This is an optimization exercise on Yosys and OpenROAD, whose aim is small area and a short achievable clock period, not a production implementation. Only simulation tests tie the RTL to the original design; equivalence was not proved. The clock input has no modelled driver; a real chip could not lean on it and would need a root buffer or a full tree. Power is estimated from default activity; no workload was simulated.

==> flow/design.v (excerpt) <==
module KSA_pipe(s, a, b, c, clk);
   input [63:0] a;
   input [63:0] b;
   input        c;
   input        clk;
   output [64:0] s;
   wire [93:0] x;
   reg  [93:0] xr;
   wire [64:0] sOut;
   reg  [64:0] sr;
   wire p0_1;
   wire p0_2;
   wire p0_3;
   wire p0_4;
   wire g0_5;
   wire g0_6;
   wire g0_7;
   wire g0_8;
   wire g0_9;
   wire c0_g10;
   wire c0_g11;
   wire c0_g12;
   wire p1_13;
   wire p1_14;
   wire p1_15;
   wire p1_16;
   wire g1_17;
   wire g1_18;
   wire g1_19;
   wire g1_20;
   wire c1_g21;
   wire c1_g22;
   wire c1_g23;
   wire bp1_24;
   wire q0_g25;
   wire p2_26;
   wire p2_27;
   wire p2_28;
   wire p2_29;
   wire g2_30;
   wire g2_31;
   wire g2_32;
   wire g2_33;
   wire c2_g34;
   wire c2_g35;
   wire c2_g36;
   wire bp2_37;
   wire p3_38;
   wire p3_39;
   wire p3_40;
   wire p3_41;
   wire g3_42;
   wire g3_43;
   wire g3_44;
   wire g3_45;
   wire c3_g46;
   wire c3_g47;
   wire c3_g48;
   wire bp3_49;
   wire q1_g50;
   wire q1_p51;
   wire p4_52;
   wire p4_53;
   wire p4_54;
   wire p4_55;
   wire g4_56;
   wire g4_57;
   wire g4_58;
   wire g4_59;
   wire c4_g60;
   wire c4_g61;
   wire c4_g62;
   wire bp4_63;
   wire p5_64;
   wire p5_65;
   wire p5_66;
   wire p5_67;
   wire g5_68;
   wire g5_69;
   wire g5_70;
   wire g5_71;
   wire c5_g72;
   wire c5_g73;
   wire c5_g74;
   wire bp5_75;
   wire q2_g76;
   wire q2_p77;
   wire p6_78;
   wire p6_79;
   wire p6_80;
   wire p6_81;
   wire g6_82;
   wire g6_83;
   wire g6_84;
   wire g6_85;
   wire c6_g86;
   wire c6_g87;
   wire c6_g88;
   wire bp6_89;
   wire p7_90;
   wire p7_91;
   wire p7_92;
   wire p7_93;
   wire g7_94;
   wire g7_95;
   wire g7_96;
   wire g7_97;
  ...
Size in the first run: roughly 750 cells after synthesis, ~160 flip-flops, about 200 I/O pins.
Settings: LEC_CHECK=0, ABC_AREA=1, CAP_MARGIN=20, CORE_MARGIN=2, CORE_UTILIZATION=50, PLACE_DENSITY=0.65, SETUP_SLACK_MARGIN=2.0, SLEW_MARGIN=20, TNS_END_PERCENT=5; clock period 3.4 ns.
standard.sh (not shown) runs the stock make flow with config.mk's settings and CLKGATE_MAP_FILE= SYNTH_SCRIPT=/design/flow/synth_recipe.tcl, a recipe that flattens the netlist after the stock synthesis.
==> flow/flow/run.sh <==
#!/bin/bash
# Layout: the standard flow (standard.sh), with these changes:
#  - synthesis maps no full or half adder cells (ADDER_MAP_FILE empty), so abc
#    maps the adder logic itself;
#  - buffer_ports buffers every port with buf_1, and before the resize step
#    flow/outbuf.tcl makes the output ports' buffers OUTBUF_CELL (buf_2);
#  - after clock tree synthesis flow/clocktree.tcl replaces the tree by a
#    balanced two-level tree (CLKTREE_*: 4 first-level buffers driven straight
#    from the clock port, each driving 4 leaf buffers), then repairs timing as
#    the CTS step does.
# The flow's output goes to standard.log, and ORFS's own logs to orfs/logs.
set -euo pipefail
bash standard.sh ADDER_MAP_FILE= "PRE_RESIZE_TCL=$PWD/flow/outbuf.tcl" "POST_CTS_TCL=$PWD/flow/clocktree.tcl" BUFFER_PORTS_ARGS=-buffer_cell\ sky130_fd_sc_hd__buf_1 CTS_ARGS=-sink_clustering_enable\ -dont_use_dummy_load\ -root_buf\ sky130_fd_sc_hd__clkbuf_16\ -buf_list\ sky130_fd_sc_hd__clkbuf_16\ -sink_clustering_size\ 40\ -sink_clustering_max_diameter\ 200 CLKTREE_CELL=sky130_fd_sc_hd__clkbuf_8 CLKTREE_NLEAF=4 CLKTREE_LEAF_CELL=sky130_fd_sc_hd__clkbuf_4 OUTBUF_CELL=sky130_fd_sc_hd__buf_2 finish > standard.log 2>&1
==> flow/flow/outbuf.tcl <==
# Runs before ORFS's resize step (PRE_RESIZE_TCL): the output ports' buffers,
# which buffer_ports made of the smallest buffer, become OUTBUF_CELL.
set cell sky130_fd_sc_hd__buf_2
if {[info exists ::env(OUTBUF_CELL)]} { set cell $::env(OUTBUF_CELL) }
set n 0
foreach bt [[ord::get_db_block] getBTerms] {
  if {[$bt getIoType] ne "OUTPUT"} { continue }
  foreach it [[$bt getNet] getITerms] {
    if {[$it isOutputSignal]} {
      replace_cell [[$it getInst] getName] $cell
      incr n
    }
  }
}
puts "outbuf: $n output port drivers made $cell"
Other scripts of this flow, unchanged in this note and not shown: flow/flow/clocktree.tcl
Then changed:
Settings changed: SETUP_SLACK_MARGIN 2.0 to 1.85, TNS_END_PERCENT 5 to default.
Result: Worst setup slack is about the same; critical path depth does not change; synthesized cell count does not change; via count hardly moves; utilization goes down by 0.93 points; hold slack improves by 0.013 ns; clock skew goes down by 0.0056 ns; register-to-register slack degrades by 0.08 ns; die area does not change.
Then changed:
Settings changed: SETUP_SLACK_MARGIN 1.85 to 2.1, TNS_END_PERCENT from default to 5.
What happened:
- The new run completed without violations
- total power rose by about 1.7%
- global-route usage rose by 0.36 points
- wire length rose by 5.4%
- setup slack loses 0.0036 ns
Then changed:
==> flow/flow/run.sh (replaced) <==
#!/bin/bash
# Layout: the standard flow (standard.sh), with these changes:
#  - synthesis maps no full or half adder cells (ADDER_MAP_FILE empty), so abc
#    maps the adder logic itself;
#  - buffer_ports buffers every port with buf_1, and before the resize step
#    flow/outbuf.tcl makes the output ports' buffers OUTBUF_CELL (buf_2) and
#    moves each next to the register that drives it (OUTBUF_NEAR_DRIVER);
#  - after clock tree synthesis flow/clocktree.tcl replaces the tree by a
#    balanced two-level tree (CLKTREE_*: 4 first-level buffers driven straight
#    from the clock port, each driving 4 leaf buffers), then repairs timing as
#    the CTS step does.
# The flow's output goes to standard.log, and ORFS's own logs to orfs/logs.
set -euo pipefail
bash standard.sh ADDER_MAP_FILE= "PRE_RESIZE_TCL=$PWD/flow/outbuf.tcl" "POST_CTS_TCL=$PWD/flow/clocktree.tcl" BUFFER_PORTS_ARGS=-buffer_cell\ sky130_fd_sc_hd__buf_1 CTS_ARGS=-sink_clustering_enable\ -dont_use_dummy_load\ -root_buf\ sky130_fd_sc_hd__clkbuf_16\ -buf_list\ sky130_fd_sc_hd__clkbuf_16\ -sink_clustering_size\ 40\ -sink_clustering_max_diameter\ 200 CLKTREE_CELL=sky130_fd_sc_hd__clkbuf_8 CLKTREE_NLEAF=4 CLKTREE_LEAF_CELL=sky130_fd_sc_hd__clkbuf_4 OUTBUF_CELL=sky130_fd_sc_hd__buf_2 OUTBUF_NEAR_DRIVER=1 finish > standard.log 2>&1
==> flow/flow/outbuf.tcl (replaced) <==
# Runs before ORFS's resize step (PRE_RESIZE_TCL): the output ports' buffers,
# which buffer_ports made of the smallest buffer, become OUTBUF_CELL; with
# OUTBUF_NEAR_DRIVER=1 each is also moved next to the register that drives it
# (detailed placement legalises it later), so the register drives a short wire
# and the buffer the long one to the port.
set cell sky130_fd_sc_hd__buf_2
if {[info exists ::env(OUTBUF_CELL)]} { set cell $::env(OUTBUF_CELL) }
set near 0
if {[info exists ::env(OUTBUF_NEAR_DRIVER)]} { set near $::env(OUTBUF_NEAR_DRIVER) }
set n 0
foreach bt [[ord::get_db_block] getBTerms] {
  if {[$bt getIoType] ne "OUTPUT"} { continue }
  foreach it [[$bt getNet] getITerms] {
    if {![$it isOutputSignal]} { continue }
    set buf [$it getInst]
    replace_cell [$buf getName] $cell
    incr n
    if {$near} {
      foreach bit [$buf getITerms] {
        if {![$bit isInputSignal]} { continue }
        foreach dit [[$bit getNet] getITerms] {
          if {[$dit isOutputSignal]} {
            set loc [[$dit getInst] getLocation]
            $buf setLocation [lindex $loc 0] [lindex $loc 1]
          }
        }
      }
    }
  }
}
puts "outbuf: $n output port drivers made $cell (moved next to their drivers: $near)"
Settings changed: SETUP_SLACK_MARGIN 2.1 to 1.8, TNS_END_PERCENT 5 to default.
After rerunning: The new run passed the timing, DRC and antenna checks. Routed wire length goes down by 11%. Global-route usage goes down by 1.3 points. Worst hold slack is better by 0.018 ns. Worst setup slack is worse by 0.0068 ns. Final cell count goes down by 0.96%. Clock skew goes up by 0.0030 ns.
Then changed:
==> flow/flow/run.sh (replaced) <==
#!/bin/bash
# Layout: the standard flow (standard.sh), with these changes:
#  - synthesis maps no full or half adder cells (ADDER_MAP_FILE empty), so abc
#    maps the adder logic itself;
#  - buffer_ports buffers every port with buf_1, and before the resize step
#    flow/outbuf.tcl makes the output ports' buffers OUTBUF_CELL (buf_2);
#  - after clock tree synthesis flow/clocktree.tcl replaces the tree by a
#    balanced two-level tree (CLKTREE_*: 4 first-level buffers driven straight
#    from the clock port, each driving 4 leaf buffers), then repairs timing as
#    the CTS step does.
# The flow's output goes to standard.log, and ORFS's own logs to orfs/logs.
set -euo pipefail
bash standard.sh ADDER_MAP_FILE= "PRE_RESIZE_TCL=$PWD/flow/outbuf.tcl" "POST_CTS_TCL=$PWD/flow/clocktree.tcl" BUFFER_PORTS_ARGS=-buffer_cell\ sky130_fd_sc_hd__buf_1 CTS_ARGS=-sink_clustering_enable\ -dont_use_dummy_load\ -root_buf\ sky130_fd_sc_hd__clkbuf_16\ -buf_list\ sky130_fd_sc_hd__clkbuf_16\ -sink_clustering_size\ 40\ -sink_clustering_max_diameter\ 200 CLKTREE_CELL=sky130_fd_sc_hd__clkbuf_8 CLKTREE_NLEAF=4 CLKTREE_LEAF_CELL=sky130_fd_sc_hd__clkbuf_4 OUTBUF_CELL=sky130_fd_sc_hd__buf_2 finish > standard.log 2>&1
==> flow/flow/outbuf.tcl (replaced) <==
# Runs before ORFS's resize step (PRE_RESIZE_TCL): the output ports' buffers,
# which buffer_ports made of the smallest buffer, become OUTBUF_CELL.
set cell sky130_fd_sc_hd__buf_2
if {[info exists ::env(OUTBUF_CELL)]} { set cell $::env(OUTBUF_CELL) }
set n 0
foreach bt [[ord::get_db_block] getBTerms] {
  if {[$bt getIoType] ne "OUTPUT"} { continue }
  foreach it [[$bt getNet] getITerms] {
    if {[$it isOutputSignal]} {
      replace_cell [[$it getInst] getName] $cell
      incr n
    }
  }
}
puts "outbuf: $n output port drivers made $cell"
Settings changed: SETUP_SLACK_MARGIN 1.8 to 1.9.
The new run completed without violations; design area climbs by 3.6%; die area stays the same; cell count barely changes; clock skew barely changes; first-iteration DRC count went up by 0.57%; sequential power climbs by about 2%.
No run of this note takes its clock network from TritonCTS; it comes from the design's own scripts or RTL.

port drivers added, routing unchanged:
How much do the figures lean on ideal ports? The routed layouts below were timed once more, with nothing changed but the port constraints.
Step 1 assumes that a clkbuf_16 drives the clock port and a buf_2 every other input.
Step 2 adds t to the input delays and takes it off the output delays; t is the mean of the earliest and latest rising clock arrival at the registers after step 1. Input paths then give back, and output paths get back, about the clock's delay inside the block.
Three values: ideal ports, drivers, drivers and shift; two values: the first two.
| run | shift t [ns] | setup WS [ns] | worst hold slack (ns) | worst slew at a driven data input, ns | pins driven straight from the clock port |
|---|---|---|---|---|---|
| the first run | 0.363 | 1.954 / 1.887 / 1.717 | 0.311 / 0.311 / 0.311 | 0.06 | 4 |
| the second run | 0.363 | 1.955 / 1.887 / 1.640 | 0.325 / 0.325 / 0.325 | 0.05 | 4 |
| the third run | 0.362 | 1.951 / 1.885 / 1.657 | 0.314 / 0.314 / 0.314 | 0.06 | 4 |
| the fourth run | 0.358 | 1.944 / 1.881 / 1.627 | 0.332 / 0.332 / 0.332 | 0.06 | 4 |
| the fifth run | 0.366 | 1.957 / 1.886 / 1.680 | 0.321 / 0.321 / 0.321 | 0.05 | 4 |
After both steps every run listed still meets setup and hold. For the fourth run, which loses most, drivers alone change the setup slack by -0.063 ns; drivers and shift together by -0.317 ns.
